This design comes from an exercise in tuning for a short achievable clock period and few clock cycles on the open sky130 flow, not from production work.
Where RTL was checked, it was by simulation tests only, not by an equivalence proof against the original.
Only the layout flow was run in run 2; the RTL was not checked for function there.
Power and IR drop assume default switching activity.

### run.sh
#!/bin/bash
# synth_recipe.tcl (not shown) runs the flow's synth.tcl, then flattens the netlist and writes it again
# the make line also repeats each setting of config.mk as NAME=value (left out here)
make -C /OpenROAD-flow-scripts/flow DESIGN_CONFIG=/design/flow/config.mk WORK_HOME=/design/flow/orfs CLKGATE_MAP_FILE= SYNTH_SCRIPT=/design/flow/synth_recipe.tcl finish
### config.mk
export PLATFORM = sky130hd
export DESIGN_NAME = MultiCPU
export DESIGN_NICKNAME = MultiCPU
export VERILOG_FILES = /design/flow/design.v
export SDC_FILE = /design/flow/constraint.sdc
export NUM_CORES = 8
export LEC_CHECK = 0
export CAP_MARGIN = 30
export CORE_MARGIN = 2
export CORE_UTILIZATION = 40
export SLEW_MARGIN = 30
### constraint.sdc
create_clock -name core_clock -period 13.0 [get_ports {clk}]
set_input_delay 2.6000 -clock core_clock [delete_from_list [all_inputs] [get_ports {clk}]]
set_output_delay 2.6000 -clock core_clock [all_outputs]
set_load 0.01 [all_outputs]
### design.v
`timescale 1ns / 1ps
module MultiCPU(
    input clk,
    input reset,
    input [31:0] Data_in,
    output mem_w,
    output [2:0] RAMCtrl,
    output [31:0] Data_out,
    output [31:0] Addr_out
    );
    localparam NL = 128;
    integer i;
    reg  [31:0] pcF;
    reg  [10:0] fa;                  
    reg         vD;
    reg  [31:0] irD, pcD, pnD;
    reg  [1:0]  ctrD;
    reg         vE;
    reg  [4:0]  rdE;
    reg  [31:0] opA, opB, immE, tgtE, dataE, pnE, fallE;
    reg         fA, fB;
    reg         oAdd, oSub, oAnd, oOr, oXor, oNor, oSlt, oSltu, oSll, oSr, oImm, sraE;
    reg         ldE, stE;
    reg  [2:0]  ctlE;
    reg         bEq, bNe, bGez, bAlw, bJr;
    reg  [6:0]  pidxE;
    reg  [1:0]  ctrE;
    reg  [4:0]  rdW;
    reg  [31:0] resW;
    reg  [32*32-1:0] rf;             
    reg  [NL-1:0]    cval;
    reg  [32*NL-1:0] cdat;
    reg  [4*NL-1:0]  ctag;
    reg  [NL-1:0]    cctl;           
    reg  [2*NL-1:0]  cctr;           
    reg  [11*NL-1:0] ctgt;           
    wire [6:0]  ix    = pcF[7:1];
    wire        hitC  = cval[ix] && (ctag[ix*4 +: 4] == pcF[11:8]);
    wire        memE  = ldE | stE;
    wire        byp   = !memE && (fa == pcF[11:1]);
    wire        avail = hitC | byp;
    wire [31:0] instF = hitC ? cdat[ix*32 +: 32] : Data_in;
    wire        ptF   = hitC & cctl[ix] & cctr[ix*2+1];
    wire [31:0] pc2F  = pcF + 32'd2;
    wire [31:0] pnF   = ptF ? {pcF[31:12], ctgt[ix*11 +: 11], 1'b0} : pc2F;
    wire [6:0]  fix   = fa[6:0];
    wire        fpres = cval[fix] && (ctag[fix*4 +: 4] == fa[10:7]);
    wire        fillEn = !memE && !fpres;
    wire [5:0]  dop   = Data_in[31:26];
    wire        dBr   = (dop == 6'h04) | (dop == 6'h05) | (dop == 6'h01);
    wire        dJ    = (dop == 6'h02) | (dop == 6'h03);
    wire        dJr   = (dop == 6'h00) && (Data_in[5:1] == 5'b00100);
    wire        pdCtl = dBr | dJ | dJr;
    wire [1:0]  pdCtr = dJ ? 2'b11 : dBr ? (Data_in[15] ? 2'b10 : 2'b01) : 2'b00;
    wire [10:0] pdTgt = dJ ? Data_in[10:0] : (fa + 11'd1 + Data_in[10:0]);
    wire [5:0]  op  = irD[31:26];
    wire [5:0]  fn  = irD[5:0];
    wire [4:0]  rs  = irD[25:21];
    wire [4:0]  rt  = irD[20:16];
    wire [4:0]  rd  = irD[15:11];
    wire [4:0]  sa  = irD[10:6];
    wire [15:0] imm = irD[15:0];
    wire [31:0] simm = {{16{imm[15]}}, imm};
    wire isR    = (op == 6'h00);
    wire isJr   = isR && (fn[5:1] == 5'b00100);      
    wire isJalr = isR && (fn == 6'h09);
    wire isSh   = isR && ((fn == 6'h00) || (fn == 6'h02) || (fn == 6'h03));
    wire isRalu = isR && !isJr;
    wire isIalu = (op == 6'h08) || (op == 6'h0A) || (op == 6'h0B) ||
                  (op == 6'h0C) || (op == 6'h0D) || (op == 6'h0E);
    wire isLui  = (op == 6'h0F);
    wire isLd   = (op[5:3] == 3'b100);
    wire isSt   = (op[5:3] == 3'b101);
    wire isBeq  = (op == 6'h04);
    wire isBne  = (op == 6'h05);
    wire isBgez = (op == 6'h01);
    wire isJ    = (op == 6'h02);
    wire isJal  = (op == 6'h03);
    wire isBr   = isBeq | isBne | isBgez;
    wire [4:0] dst = isRalu ? rd :
                     (isIalu | isLui | isLd) ? rt :
                     (isJal | isJalr | isBgez) ? 5'd31 : 5'd0;
    wire [31:0] rfA = rf[rs*32 +: 32];
    wire [31:0] rfB = rf[rt*32 +: 32];
    wire [31:0] rsV = (rdW != 5'd0 && rdW == rs) ? resW : rfA;
    wire [31:0] rtV = (rdW != 5'd0 && rdW == rt) ? resW : rfB;
    wire hitEs = (rdE != 5'd0) && (rdE == rs);
    wire hitEt = (rdE != 5'd0) && (rdE == rt);
    wire stall = vD && (isLd | isSt | isJr) && (hitEs || (isJr && hitEt));
    wire [31:0] agu  = rsV + (isJr ? rtV : simm);
    wire [31:0] pc2D = pcD + 32'd2;
    wire [31:0] btgt = {pcD[31:1], 1'b1} + {simm[30:0], 1'b1};
    wire [31:0] jtgt = {pc2D[31:27], irD[25:0], 1'b0};
    wire [31:0] tgtD = (isJ | isJal) ? jtgt : isBr ? btgt : agu;
    reg  [2:0] ctlD;
    always @(*) begin
        case (op[2:0])
            3'b011: ctlD = 3'b000;       
            3'b010: ctlD = 3'b001;       
            3'b001: ctlD = 3'b111;       
            3'b000: ctlD = 3'b110;       
            3'b101: ctlD = 3'b101;       
            3'b100: ctlD = 3'b100;       
            default: ctlD = 3'b000;
        endcase
    end
    reg dAdd, dSub, dAnd, dOr, dXor, dNor, dSlt, dSltu, dSll, dSr, dSra;
    always @(*) begin
        {dAdd, dSub, dAnd, dOr, dXor, dNor, dSlt, dSltu, dSll, dSr, dSra} = 11'b0;
        if (isRalu) begin
            case (fn)
                6'h22: dSub = 1'b1;
                6'h24: dAnd = 1'b1;
                6'h25: dOr  = 1'b1;
                6'h26: dXor = 1'b1;
                6'h27: dNor = 1'b1;
                6'h2A: dSlt = 1'b1;
                6'h2B: dSltu = 1'b1;
                6'h04, 6'h00: dSll = 1'b1;
                6'h06, 6'h02: dSr = 1'b1;
                6'h07, 6'h03: begin dSr = 1'b1; dSra = 1'b1; end
                default: dAdd = 1'b1;
            endcase
        end else if (isIalu) begin
            case (op)
                6'h0A: dSlt = 1'b1;
                6'h0B: dSltu = 1'b1;
                6'h0C: dAnd = 1'b1;
                6'h0D: dOr  = 1'b1;
                6'h0E: dXor = 1'b1;
                default: dAdd = 1'b1;
            endcase
        end
    end
    wire [31:0] A = fA ? resW : opA;
    wire [31:0] B = fB ? resW : opB;
    wire [31:0] sumAB = A + B;
    wire [32:0] difAB = {1'b0, A} - {1'b0, B};
    wire        ltu   = difAB[32];
    wire        lts   = (A[31] ^ B[31]) ? A[31] : difAB[31];
    wire        big   = |B[31:5];
    wire [31:0] shl   = big ? 32'd0 : (A << B[4:0]);
    wire        fill  = sraE & A[31];
    wire [63:0] srw   = {{32{fill}}, A} >> B[4:0];
    wire [31:0] shr   = big ? {32{fill}} : srw[31:0];
    wire [31:0] aluR  = ({32{oAdd}} & sumAB) | ({32{oSub}} & difAB[31:0]) |
                        ({32{oAnd}} & (A & B)) | ({32{oOr}} & (A | B)) |
                        ({32{oXor}} & (A ^ B)) | ({32{oNor}} & ~(A | B)) |
                        {31'd0, (oSlt & lts) | (oSltu & ltu)} |
                        ({32{oSll}} & shl) | ({32{oSr}} & shr) |
                        ({32{oImm}} & immE);
    wire [31:0] resE  = ldE ? Data_in : aluR;
    wire        eqAB  = (A == B);
    wire        taken = bAlw | (bEq & eqAB) | (bNe & ~eqAB) | (bGez & ~A[31]);
    wire        eqT   = (tgtE == pnE);
    wire        eqF   = (fallE == pnE);
    wire        misp  = vE & (taken ? ~eqT : ~eqF);
    wire [31:0] redir = taken ? tgtE : fallE;
    wire        updEn = bEq | bNe | bGez | bJr;
    wire [1:0]  updCtr = bJr ? 2'b11 :
                         taken ? ((ctrE == 2'b11) ? 2'b11 : ctrE + 2'd1) :
                                 ((ctrE == 2'b00) ? 2'b00 : ctrE - 2'd1);
    assign Addr_out = memE ? tgtE : {20'd0, fa, 1'b0};
    assign RAMCtrl  = memE ? ctlE : 3'b000;
    assign mem_w    = stE;
    assign Data_out = dataE;
    wire goE = vD && !stall && !misp;
    always @(posedge clk or posedge reset) begin
        if (reset) begin
            pcF <= 32'd0;
            fa  <= 11'd0;
            vD  <= 1'b0;
            vE  <= 1'b0;
            rdE <= 5'd0;
            ldE <= 1'b0;
            stE <= 1'b0;
            bEq <= 1'b0; bNe <= 1'b0; bGez <= 1'b0; bAlw <= 1'b0; bJr <= 1'b0;
            rdW <= 5'd0;
            cval <= {NL{1'b0}};
            rf  <= {32*32{1'b0}};
        end else begin
            if (misp) begin
                vD  <= 1'b0;
                pcF <= redir;
            end else if (!stall) begin
                vD  <= avail;
                if (avail) pcF <= pnF;
            end
            if (misp)
                fa <= redir[11:1];
            else if (!hitC && !byp)
                fa <= pcF[11:1];
            else if (!memE && ((fa - pcF[11:1]) < 11'd64))
                fa <= fa + 11'd1;
            if (fillEn) cval[fix] <= 1'b1;
            vE  <= goE;
            rdE <= goE ? dst : 5'd0;
            ldE <= goE & isLd;
            stE <= goE & isSt;
            bEq <= goE & isBeq;
            bNe <= goE & isBne;
            bGez <= goE & isBgez;
            bAlw <= goE & (isJ | isJal | isJr);
            bJr <= goE & isJr;
            rdW <= rdE;
            for (i = 1; i < 32; i = i + 1)
                if (rdW == i) rf[i*32 +: 32] <= resW;
        end
    end
    always @(posedge clk) begin
        if (!stall) begin
            irD  <= instF;
            pcD  <= pcF;
            pnD  <= pnF;
            ctrD <= hitC ? cctr[ix*2 +: 2] : pdCtr;
        end
        opA   <= rsV;
        opB   <= isSh ? {27'd0, sa} : isIalu ? simm : rtV;
        fA    <= hitEs;
        fB    <= hitEt && !(isSh | isIalu);
        immE  <= isLui ? {imm, 16'd0} : pc2D;
        oImm  <= isLui | isJal | isJalr | isBgez;
        oAdd  <= dAdd; oSub <= dSub; oAnd <= dAnd; oOr <= dOr; oXor <= dXor; oNor <= dNor;
        oSlt  <= dSlt; oSltu <= dSltu; oSll <= dSll; oSr <= dSr; sraE <= dSra;
        tgtE  <= tgtD;
        dataE <= hitEt ? resE : rtV;
        ctlE  <= ctlD;
        pnE   <= pnD;
        fallE <= pc2D;
        pidxE <= pcD[7:1];
        ctrE  <= ctrD;
        resW  <= resE;
        for (i = 0; i < NL; i = i + 1) begin
            if (fillEn && fix == i) begin
                cdat[i*32 +: 32] <= Data_in;
                ctag[i*4 +: 4]   <= fa[10:7];
                cctl[i]          <= pdCtl;
                cctr[i*2 +: 2]   <= pdCtr;
                ctgt[i*11 +: 11] <= pdTgt;
            end else if (updEn && pidxE == i) begin
                cctr[i*2 +: 2]   <= updCtr;
                if (bJr) ctgt[i*11 +: 11] <= tgtE[11:1];
            end
        end
    end
endmodule
==> results of run 1 <==
-- flip-flops by register name, indices dropped and copies added (netlist names), 128 cells and up, named ones only --
register,cells
rf,992
cval,128
ctag,512
cctl,128
ctgt,1408
cctr,256
cdat,4096
-- per-layer routing --
metal | vias to the layer above | routed length (um) | global-route usage (%)
li1 | 80500 | - | -
met1 | 110000 | 465000 | 34.7
met2 | 10500 | 564000 | 41.0
met3 | 2125 | 114000 | 5.75
met4 | 42 | 50500 | 9.57
met5 | - | 581 | 0.188
-- critical path, stage by stage, from the launching register on --
cell	delay, ps
dfrtp_4	920
buf_12	660
mux4_2	610
mux4_2	510
nand2_1	110
a21oi_1	80
a31oi_1	540
o221ai_1	300
xor2_1	210
a211oi_2	80
buf_4	190
nand2b_1	170
buf_4	320
nor3_4	730
nand2_1	690
inv_2	690
buf_4	640
-- through the flow --
step / power [W] / std cells / hold WS [ps]
CTS: 0.0881 / 32400 / 338
detailed placement: 0.0646 / 30900 / 327
finish: 0.0884 / 32500 / 339
global route: 0.0908 / 32400 / 336
global placement: 0.0644 / 30900 / 325
floorplan: 0.0520 / 20000 / 323
-- cell families (layout without fill, tap and decap cells) --
kind of cell | after synthesis | after routing
flip-flops | 7973 | 7973
multiplexers | 6025 | 6025
buffers and inverters | 2082 | 2651
AO/OA/AOI/OAI | 1724 | 1724
AND/OR/NAND/NOR | 1691 | 1691
XOR/XNOR | 266 | 266
adder cells (fa/ha/maj) | 202 | 202
other | 0 | 46
-- layout by cell type, fill, tap and decap left out, types with 44 or more instances in the layout --
cell type	instances
a211oi_1	45
a21o_1	181
a21oi_1	422
a221oi_1	46
a22o_1	91
a22oi_1	104
and2_1	44
and3_1	44
buf_4	672
bufinv_16	59
clkbuf_1	186
clkbuf_16	862
clkdlybuf4s50_1	69
clkinv_1	179
clkinv_2	181
dfrtp_1	1166
dfxtp_1	276
diode_2	46
edfxtp_1	6498
ha_1	194
inv_1	183
inv_2	55
mux2_1	47
mux2_2	2511
mux2i_1	716
mux4_2	2741
nand2_1	493
nand2_2	44
nand3_1	148
nand4_1	69
nor2_1	456
nor2b_1	65
nor3_1	62
o211ai_1	44
o21a_1	44
o21ai_0	334
o21ai_1	75
xnor2_1	159
xor2_1	105
-- power by group --
| group | internal [W] | total (W) | switching (W) |
|---|---|---|---|
| Combinational | 0.0128 | 0.0328 | 0.0200 |
| Sequential | 0.0303 | 0.0319 | 0.00163 |
| Clock | 0.0135 | 0.0236 | 0.0102 |
| Total | 0.0566 | 0.0884 | 0.0318 |
-- path summary, 6_finish.rpt --
check,endpoint,slack (ps),depth (start not counted)
setup / recovery,cdat[1434],4820,16
hold / removal,pnE[2],340,0
setup reg to reg,cdat[1434],4820,16
hold reg to reg,pnE[2],340,0
max in group asynchronous,fa[0],8220,6
min in group asynchronous,rf[142],1950,2
-- cell type report --
type                            instances  area share, %
Timing Repair Buffer                  832           1.82
Antenna cell                           46         0.0285
Tap cell                            11900           3.69
Sequential cell                      7973           57.2
Multi-Input combinational cell       9908           30.4
Inverter                              314          0.328
Clock inverter                        419          0.894
Clock buffer                         1086           5.65
==> impl_metrics.tcl, run 1 <==
set metrics [dict create \
    status "complete, no violations" \
    p_per_area_nw_per_um2 219 \
    viasPerCell 6.26 \
    drt_iter0_drc 28000 \
    setup_viol 0 \
    synth_compound_area_share_pct 3.05 \
    startpoint_type "flip-flop" \
    detail-route-antenna-nets 0 \
    hp-start "pnD[2]" \
    h-tree-depth 6 \
    fp.dieW_um 954 \
    place_ws_ps 4730 \
    vias 203000 \
    finalSetupTns_ps 0 \
    syn_avg_cell_area_um2 18.1 \
    dr.pass1.iters 8 \
    grtUsageTotal_pct 25.7 \
    cts_tree "yes" \
    synth_area_leader_cell "edfxtp_1" \
    timing.rr.start "fa[0]" \
    seq_area_frac_synth_pct 63.9 \
    cts.repair.resized 0 \
    yosys-mux-area-fraction_pct 27.1 \
    start_util_pct 40.2 \
    cts_buffer_depth 5 \
    cts-root-buf "clkbuf_16" \
    cts_sinks 7973 \
    row_count 348 \
    ios 102 \
    wirelength_um 1190000 \
    max_freq_ghz 0.122 \
    synthCells 20000 \
    crit_start "fa[0]" \
    ys_types 95 \
    drv_slew 0 \
    die_h_um 954 \
    gp_congestion 0.949 \
    crit_path_end_kind "flip-flop" \
    period_share_pct 63.0 \
    drive_above_1_share_pct 36.8 \
    hpwl_um 738000 \
    post-route-min-period_ps 8180 \
    ctsHoldBuffers 0 \
    placed_area_um2 377000 \
    synthAdderAreaFrac_pct 0.711 \
    synthArstFlopShare_pct 14.8 \
    antenna_found_initial 103 \
    synth_area_um2 361000 \
    fin_skew_ps 211 \
    synthesis.nets 20200 \
    fin_ws_ps 4820 \
    hold_class "reg -> reg" \
    grt_pass1_vias 202000 \
    path_clk_slew_ps 60 \
    fin_area_um2 403000 \
    postCtsSetupRepairBufs 0 \
    synth_common_cells "edfxtp_1, mux4_2, mux2_2" \
    synth_xor_xnor_area_share_pct 0.646 \
    yosysTopAreaCellShare_pct 54.1 \
    synth_warnings 1 \
    clock_latency_ps 1200 \
    grt_max_degree 159 \
    synth_top_family_by_area "multiplexers" \
    synth_area_leaders "edfxtp_1, mux4_2, dfrtp_1, mux2_2, mux2i_1" \
    ys.flop_type "edfxtp_1" \
    synth_edf_count 6498 \
    cp_data_required_time_ps 13640 \
    slew_headroom_pct 21.2 \
    gr-total-overflow 0 \
    worst_pin_slew_ps 1180 \
    portBuffers 101 \
    synth-seq-cells 7973 \
    cp.arrival_ps 8820 \
    wl_per_cell_um 36.8 \
    ff_latch_area_um2 231000 \
    grt_pass1_wl_um 1650000 \
    rsz0062_at_grt "no" \
    critPathMaxFanout 95 \
    layout-area-overhead-vs-synth_pct 11.8 \
    synthSimpleGateAreaFrac_pct 2.22 \
    drc_errors 0 \
    multi_input_area_um2 123000 \
    p_leak_nw 142 \
    fin_util_pct 44.9 \
    filler_cell_count 77000 \
    core_area_um2 899000 \
    maxCapViolations 0 \
    worstSetupPathType "reg -> reg" \
    yosysMostFrequentCell "edfxtp_1" \
    die_area_um2 910000 \
    cts_buffers 848 \
    ir_worst_vdd_mv 0.454 \
    hold_viol_final 0 \
    fin_nets 20100 \
]
Testbench counts, summed over its fixed seeds: cycles 36,785.
==> run 2: changes to the inputs <==
--- a/design.v
+++ b/design.v
@@ -36,7 +36,7 @@
     reg  [11*NL-1:0] ctgt;           
     wire [6:0]  ix    = pcF[7:1];
     wire        hitC  = cval[ix] && (ctag[ix*4 +: 4] == pcF[11:8]);
-    wire        memE  = ldE | stE;
+    reg         memE;                
     wire        byp   = !memE && (fa == pcF[11:1]);
     wire        avail = hitC | byp;
     wire [31:0] instF = hitC ? cdat[ix*32 +: 32] : Data_in;
@@ -46,13 +46,20 @@
     wire [6:0]  fix   = fa[6:0];
     wire        fpres = cval[fix] && (ctag[fix*4 +: 4] == fa[10:7]);
     wire        fillEn = !memE && !fpres;
+    reg         fv;
+    reg  [10:0] fad;
+    reg  [31:0] fdat;
+    wire [5:0]  fop   = fdat[31:26];
+    wire        fBr   = (fop == 6'h04) | (fop == 6'h05) | (fop == 6'h01);
+    wire        fJ    = (fop == 6'h02) | (fop == 6'h03);
+    wire        fJr   = (fop == 6'h00) && (fdat[5:1] == 5'b00100);
+    wire        pdCtl = fBr | fJ | fJr;
+    wire [1:0]  pdCtr = fJ ? 2'b11 : fBr ? (fdat[15] ? 2'b10 : 2'b01) : 2'b00;
+    wire [10:0] pdTgt = fJ ? fdat[10:0] : (fad + 11'd1 + fdat[10:0]);
     wire [5:0]  dop   = Data_in[31:26];
     wire        dBr   = (dop == 6'h04) | (dop == 6'h05) | (dop == 6'h01);
     wire        dJ    = (dop == 6'h02) | (dop == 6'h03);
-    wire        dJr   = (dop == 6'h00) && (Data_in[5:1] == 5'b00100);
-    wire        pdCtl = dBr | dJ | dJr;
-    wire [1:0]  pdCtr = dJ ? 2'b11 : dBr ? (Data_in[15] ? 2'b10 : 2'b01) : 2'b00;
-    wire [10:0] pdTgt = dJ ? Data_in[10:0] : (fa + 11'd1 + Data_in[10:0]);
+    wire [1:0]  bpCtr = dJ ? 2'b11 : dBr ? (Data_in[15] ? 2'b10 : 2'b01) : 2'b00;
     wire [5:0]  op  = irD[31:26];
     wire [5:0]  fn  = irD[5:0];
     wire [4:0]  rs  = irD[25:21];
@@ -156,12 +163,18 @@
     wire        eqF   = (fallE == pnE);
     wire        misp  = vE & (taken ? ~eqT : ~eqF);
     wire [31:0] redir = taken ? tgtE : fallE;
+    wire        fok   = taken ? (tgtE == pcF) : (fallE == pcF);
+    wire        rdr   = misp & ~fok;
     wire        updEn = bEq | bNe | bGez | bJr;
     wire [1:0]  updCtr = bJr ? 2'b11 :
                          taken ? ((ctrE == 2'b11) ? 2'b11 : ctrE + 2'd1) :
                                  ((ctrE == 2'b00) ? 2'b00 : ctrE - 2'd1);
-    assign Addr_out = memE ? tgtE : {20'd0, fa, 1'b0};
-    assign RAMCtrl  = memE ? ctlE : 3'b000;
+    wire [10:0] fan = (!hitC && !byp) ? pcF[11:1] :
+                      (!memE && ((fa - pcF[11:1]) < 11'd64)) ? fa + 11'd1 : fa;
+    wire        selMem = vD && !stall && (isLd | isSt);
+    reg  [31:0] aout;
+    assign Addr_out = aout;
+    assign RAMCtrl  = ctlE;
     assign mem_w    = stE;
     assign Data_out = dataE;
     wire goE = vD && !stall && !misp;
@@ -169,6 +182,10 @@
         if (reset) begin
             pcF <= 32'd0;
             fa  <= 11'd0;
+            memE <= 1'b0;
+            aout <= 32'd0;
+            ctlE <= 3'b000;
+            fv  <= 1'b0;
             vD  <= 1'b0;
             vE  <= 1'b0;
             rdE <= 5'd0;
@@ -179,20 +196,19 @@
             cval <= {NL{1'b0}};
             rf  <= {32*32{1'b0}};
         end else begin
-            if (misp) begin
+            if (rdr) begin
                 vD  <= 1'b0;
                 pcF <= redir;
-            end else if (!stall) begin
+            end else if (!stall || misp) begin
                 vD  <= avail;
                 if (avail) pcF <= pnF;
             end
-            if (misp)
-                fa <= redir[11:1];
-            else if (!hitC && !byp)
-                fa <= pcF[11:1];
-            else if (!memE && ((fa - pcF[11:1]) < 11'd64))
-                fa <= fa + 11'd1;
-            if (fillEn) cval[fix] <= 1'b1;
+            fa   <= fan;
+            memE <= selMem;
+            aout <= selMem ? tgtD : {20'd0, fan, 1'b0};
+            ctlE <= selMem ? ctlD : 3'b000;
+            fv <= fillEn;
+            if (fv) cval[fad[6:0]] <= 1'b1;
             vE  <= goE;
             rdE <= goE ? dst : 5'd0;
             ldE <= goE & isLd;
@@ -208,11 +224,11 @@
         end
     end
     always @(posedge clk) begin
-        if (!stall) begin
+        if (!stall || misp) begin
             irD  <= instF;
             pcD  <= pcF;
             pnD  <= pnF;
-            ctrD <= hitC ? cctr[ix*2 +: 2] : pdCtr;
+            ctrD <= hitC ? cctr[ix*2 +: 2] : bpCtr;
         end
         opA   <= rsV;
         opB   <= isSh ? {27'd0, sa} : isIalu ? simm : rtV;
@@ -224,16 +240,17 @@
         oSlt  <= dSlt; oSltu <= dSltu; oSll <= dSll; oSr <= dSr; sraE <= dSra;
         tgtE  <= tgtD;
         dataE <= hitEt ? resE : rtV;
-        ctlE  <= ctlD;
         pnE   <= pnD;
         fallE <= pc2D;
         pidxE <= pcD[7:1];
         ctrE  <= ctrD;
         resW  <= resE;
+        fad   <= fa;
+        fdat  <= Data_in;
         for (i = 0; i < NL; i = i + 1) begin
-            if (fillEn && fix == i) begin
-                cdat[i*32 +: 32] <= Data_in;
-                ctag[i*4 +: 4]   <= fa[10:7];
+            if (fv && fad[6:0] == i) begin
+                cdat[i*32 +: 32] <= fdat;
+                ctag[i*4 +: 4]   <= fad[10:7];
                 cctl[i]          <= pdCtl;
                 cctr[i*2 +: 2]   <= pdCtr;
                 ctgt[i*11 +: 11] <= pdTgt;
==> flow/run.sh (new file) <==
#!/bin/bash
set -euo pipefail
cd "$(dirname "$0")/.."
MARGIN=$(cat flow/setup_margin.txt)
bash standard.sh SETUP_SLACK_MARGIN=$MARGIN finish > flow_make.log 2>&1
==> flow/setup_margin.txt (new file) <==
8.5
==> standard.sh (new file) <==
#!/bin/bash
# synth_recipe.tcl (not shown) runs the flow's synth.tcl, then flattens the netlist and writes it again
# the make line also repeats each setting of config.mk as NAME=value (left out here)
make -C /OpenROAD-flow-scripts/flow DESIGN_CONFIG=/design/flow/config.mk WORK_HOME=/design/flow/orfs CLKGATE_MAP_FILE= SYNTH_SCRIPT=/design/flow/synth_recipe.tcl "${@:-finish}"
removed: run.sh
==> run 2 against run 1 <==
  * Sequential share of layout area fell by 1.6 points
  * Synthesized cell count increased by 9.2%
  * Utilization increased by 1.8 points
  * Register-to-register slack improved by 2800 ps
  * Die area is 0.27% lower
  * Global-route usage increased by 0.83 points
  * Critical path depth up 6
  * Clock skew shrank 87 ps
  * Area after synthesis fell by 0.28%
  * Critical endpoint is now aout[31]
  * Still clean
  * Critical path type unchanged
  * Routed wire length up 4.4%
  * Sequential power is essentially flat
  * Hold slack got worse by 26 ps
==> impl_metrics.tcl, run 2 <==
set metrics [dict create \
    crit_path_cell_trace "buf_6 > buf_16 > buf_16 > nor2b_4 > buf_12 > buf_12 > a22o_1 > mux4_2 > mux2i_4 > a21oi_2 > mux2_4 > ha_4 > nand3_4 > o21ai_2 > a21o_1 > nand2_2 > o41a_1 > a211oi_4 > a311o_1 > xor2_1 > o21ai_1 > and2_1" \
    multi_input_area_um2 124000 \
    die_area_um2 907000 \
    maxCapViolations 0 \
    max_freq_ghz 0.186 \
    antenna_found_initial 100 \
    grt_max_degree 165 \
    hold_class "reg -> reg" \
    placed_area_um2 375000 \
    largest_reg_flops 4096 \
    crit_path_end_kind "flip-flop" \
    cts_tree "yes" \
    drv_slew 0 \
    slew_headroom_pct 22.1 \
    slowest_stage "mux4_2" \
    dp_cells 32600 \
    start_util_pct 40.1 \
    ff_latch_area_um2 233000 \
    filler_cell_count 75200 \
    r2r-end "aout[31]" \
    synth_area_um2 360000 \
    period_share_pct 41.3 \
    portBuffers 101 \
    regMostFlops "cdat" \
    ir_worst_vdd_mv 0.179 \
    synth_edf_count 6498 \
    crit_start "irD[17]" \
    wirelength_um 1250000 \
    synth_xor_xnor_area_share_pct 0.669 \
    cts_sinks 8050 \
    pwr-share-clk_pct 26.0 \
    ios 102 \
    p_leak_nw 149 \
    final_cell_mix "edfxtp_1, mux4_2, nand2_1" \
    timing.rr.start "irD[17]" \
    ys_types 99 \
    critPathMaxFanout 7 \
    layout-area-overhead-vs-synth_pct 16.3 \
    cp-endpoint "aout[31]" \
    netSwitchingFraction_pct 36.0 \
    reg2reg_slack_ps 7630 \
    syn_avg_cell_area_um2 16.5 \
    path_clk_slew_ps 60 \
    worstSetupPathType "reg -> reg" \
    p_per_area_nw_per_um2 219 \
    synth_compound_area_share_pct 5.33 \
    ff2ff_path_depth 22 \
    reg.largest.list "cdat (4096), ctgt (1408), rf (992)" \
    ctsHoldBuffers 0 \
    die_h_um 953 \
    cp.arrival_ps 6460 \
    drc_errors 0 \
    dr.pass1.iters 10 \
    vias 220000 \
    post-route-min-period_ps 5370 \
    drt_iter0_drc 33900 \
    worst_pin_slew_ps 1140 \
    p_switching_w 0.0331 \
    setup_viol 0 \
    detail-route-antenna-nets 0 \
    final_common_cell "edfxtp_1" \
    synthSimpleGateAreaFrac_pct 3.74 \
    grtUsageTotal_pct 26.5 \
    combPwrFrac_pct 39.6 \
    cts_buffers 829 \
    seq_area_frac_synth_pct 64.5 \
    synth_top_family_by_area "multiplexers" \
    yosysTopAreaCellShare_pct 54.2 \
    fin_cells 34800 \
    yosys-mux-area-fraction_pct 22.4 \
    viasPerCell 6.30 \
    grt_pass1_vias 210000 \
    synthArstFlopShare_pct 15.1 \
    fin_skew_ps 125 \
    synthesis.nets 22000 \
    critPathMaxStageDelay_ps 490 \
    ys.flop_type "edfxtp_1" \
    gp_congestion 0.956 \
    startpoint_type "flip-flop" \
    synth_area_leader_cell "edfxtp_1" \
    p_total_w 0.0918 \
    seq_power_share_pct 34.4 \
    yosysMostFrequentCell "edfxtp_1" \
    synth_common_cells "edfxtp_1, mux4_2, nand2_1" \
    status "complete, no violations" \
    fin_area_um2 419000 \
    hold_ws_ps 314 \
    gr-total-overflow 0 \
    grt_pass1_wl_um 1710000 \
    internal_power_w 0.0588 \
    hpwl_um 721000 \
    hold_viol_final 0 \
    synthCells 21800 \
    fin_nets 22400 \
    synthAdderAreaFrac_pct 0.717 \
    synth_area_leaders "edfxtp_1, mux4_2, dfrtp_1, mux2_2, o21ai_0" \
    fp.dieW_um 953 \
    cp_data_required_time_ps 14090 \
    cts-root-buf "clkbuf_16" \
    synth-seq-cells 8050 \
    row_count 348 \
    drive_above_1_share_pct 33.3 \
    clock_latency_ps 1240 \
    h-tree-depth 6 \
    cts_buffer_depth 4 \
    wl_per_cell_um 35.8 \
    core_area_um2 897000 \
    rsz0062_at_grt "yes" \
    synth_warnings 1 \
]
run 2: cell count changes after synthesis, sizes merged, moves of 88 or more:
| cell | delta |
|---|---|
| o21ai | +1427 |
| o21bai | +105 |
| clkbuf | +266 |
| mux4 | +93 |
| mux2i | -332 |
| nor2 | +226 |
| nand2 | +1443 |
| a21o | -88 |
| mux2 | -1419 |
| a21oi | +186 |
run 2: layout make-up:
class | instances | share of cell area [%]
Clock buffer | 1092 | 5.33
Tap cell | 11900 | 3.56
Timing Repair Buffer | 1547 | 4.44
Inverter | 325 | 0.319
Clock inverter | 450 | 1.10
Multi-Input combinational cell | 11400 | 29.7
Sequential cell | 8050 | 55.6
Timing Repair inverter | 2 | 0.00329
Antenna cell | 43 | 0.0257
run 2: what timing repair did:
item | CTS | global route
pin swaps | 162 | 200
resized for setup | 1463 | 406
hold endpoints to repair | 0 | 0
cloned | 123 | 26
setup endpoints to repair | 1207 | 1345
buffers inserted | 334 | 144
run 2: power by group through the flow:
stage	clock network, W	registers, W	logic, W
after floorplan	0	0.0312	0.0198
after global placement	0	0.0321	0.0297
after detailed placement	0	0.0321	0.0300
after CTS	0.0241	0.0315	0.0347
after global routing	0.0251	0.0317	0.0377
final	0.0239	0.0316	0.0364
run 2: logic make-up after synthesis:
group | Yosys count
AND/OR/NAND/NOR | 3245
XOR/XNOR | 275
adder cells (fa/ha/maj) | 203
AO/OA/AOI/OAI | 3338
multiplexers | 4367
buffers and inverters | 2313
flip-flops | 8050
run 2: worst min-delay path by stage:
stage,end,cells after the start,from,slack (ps)
2_1_floorplan,ctrE[0],0,ctrD[0],320
6_report,pnE[30],0,pnD[30],310
3_5_place_dp,ctrE[1],0,ctrD[1],330
3_3_place_gp,pnE[29],0,pnD[29],320
5_1_grt,pnE[31],0,pnD[31],320
4_1_cts,pnE[31],0,pnD[31],310
run 2: worst max-delay path, delay by kind of cell, from the launching register on:
family / cells / cell delay [ps]
simple gates: 4 / 600
fa+ha+maj: 1 / 320
buf+inv: 5 / 780
compound gates: 8 / 1830
mux: 3 / 1070
flops: 1 / 420
xor+xnor: 1 / 150
run 2: metal layers:
metal  vias up  wire length, um  part of all wire, %  track usage (%)
met5         -              506                0.041            0.162
met4        44            57100                  4.6             9.44
met3      2443           143000                   12             5.91
met2     13800           562000                   45             40.7
met1    116000           484000                   39             37.5
li1      86900                -                    -                -
run 2: per-stage QoR:
stage	util (%)	setup TNS (ps)	setup slack [ps]
floorplan	-	-7852190	-6440
global placement	41.8	0	5100
detailed placement	41.8	0	5310
CTS	46.2	0	7690
global route	46.6	0	7610
finish	46.7	0	7630

-- separate check: timing with driven ports --
The results above use ideal ports. As a check the final layouts listed here were re-extracted and re-timed, cells and wires unchanged. Step 1: set_driving_cell puts a clkbuf_16 on clk and a buf_2 on each other input, an assumption about the parent block. Step 2 also shifts input and output timing later by t, the mid clock arrival at the registers, as if the neighbouring blocks saw the same clock. Three values: ideal, step 1, step 2; two values: the first two.
run	t (ns)	setup slack, ns	worst setup path at the end	worst register clock-pin slew, ns	worst data-port slew with drivers (ns)
run 1	1.248	4.815 / 4.815 / 4.815	register to register	0.07 / 0.07	0.25
run 2	1.322	7.629 / 7.629 / 7.494	input to register	0.08 / 0.08	0.22
After both steps every run listed still meets setup and hold. For run 2, which loses most, drivers alone change the setup slack by 0.000 ns; drivers and shift together by -0.135 ns.
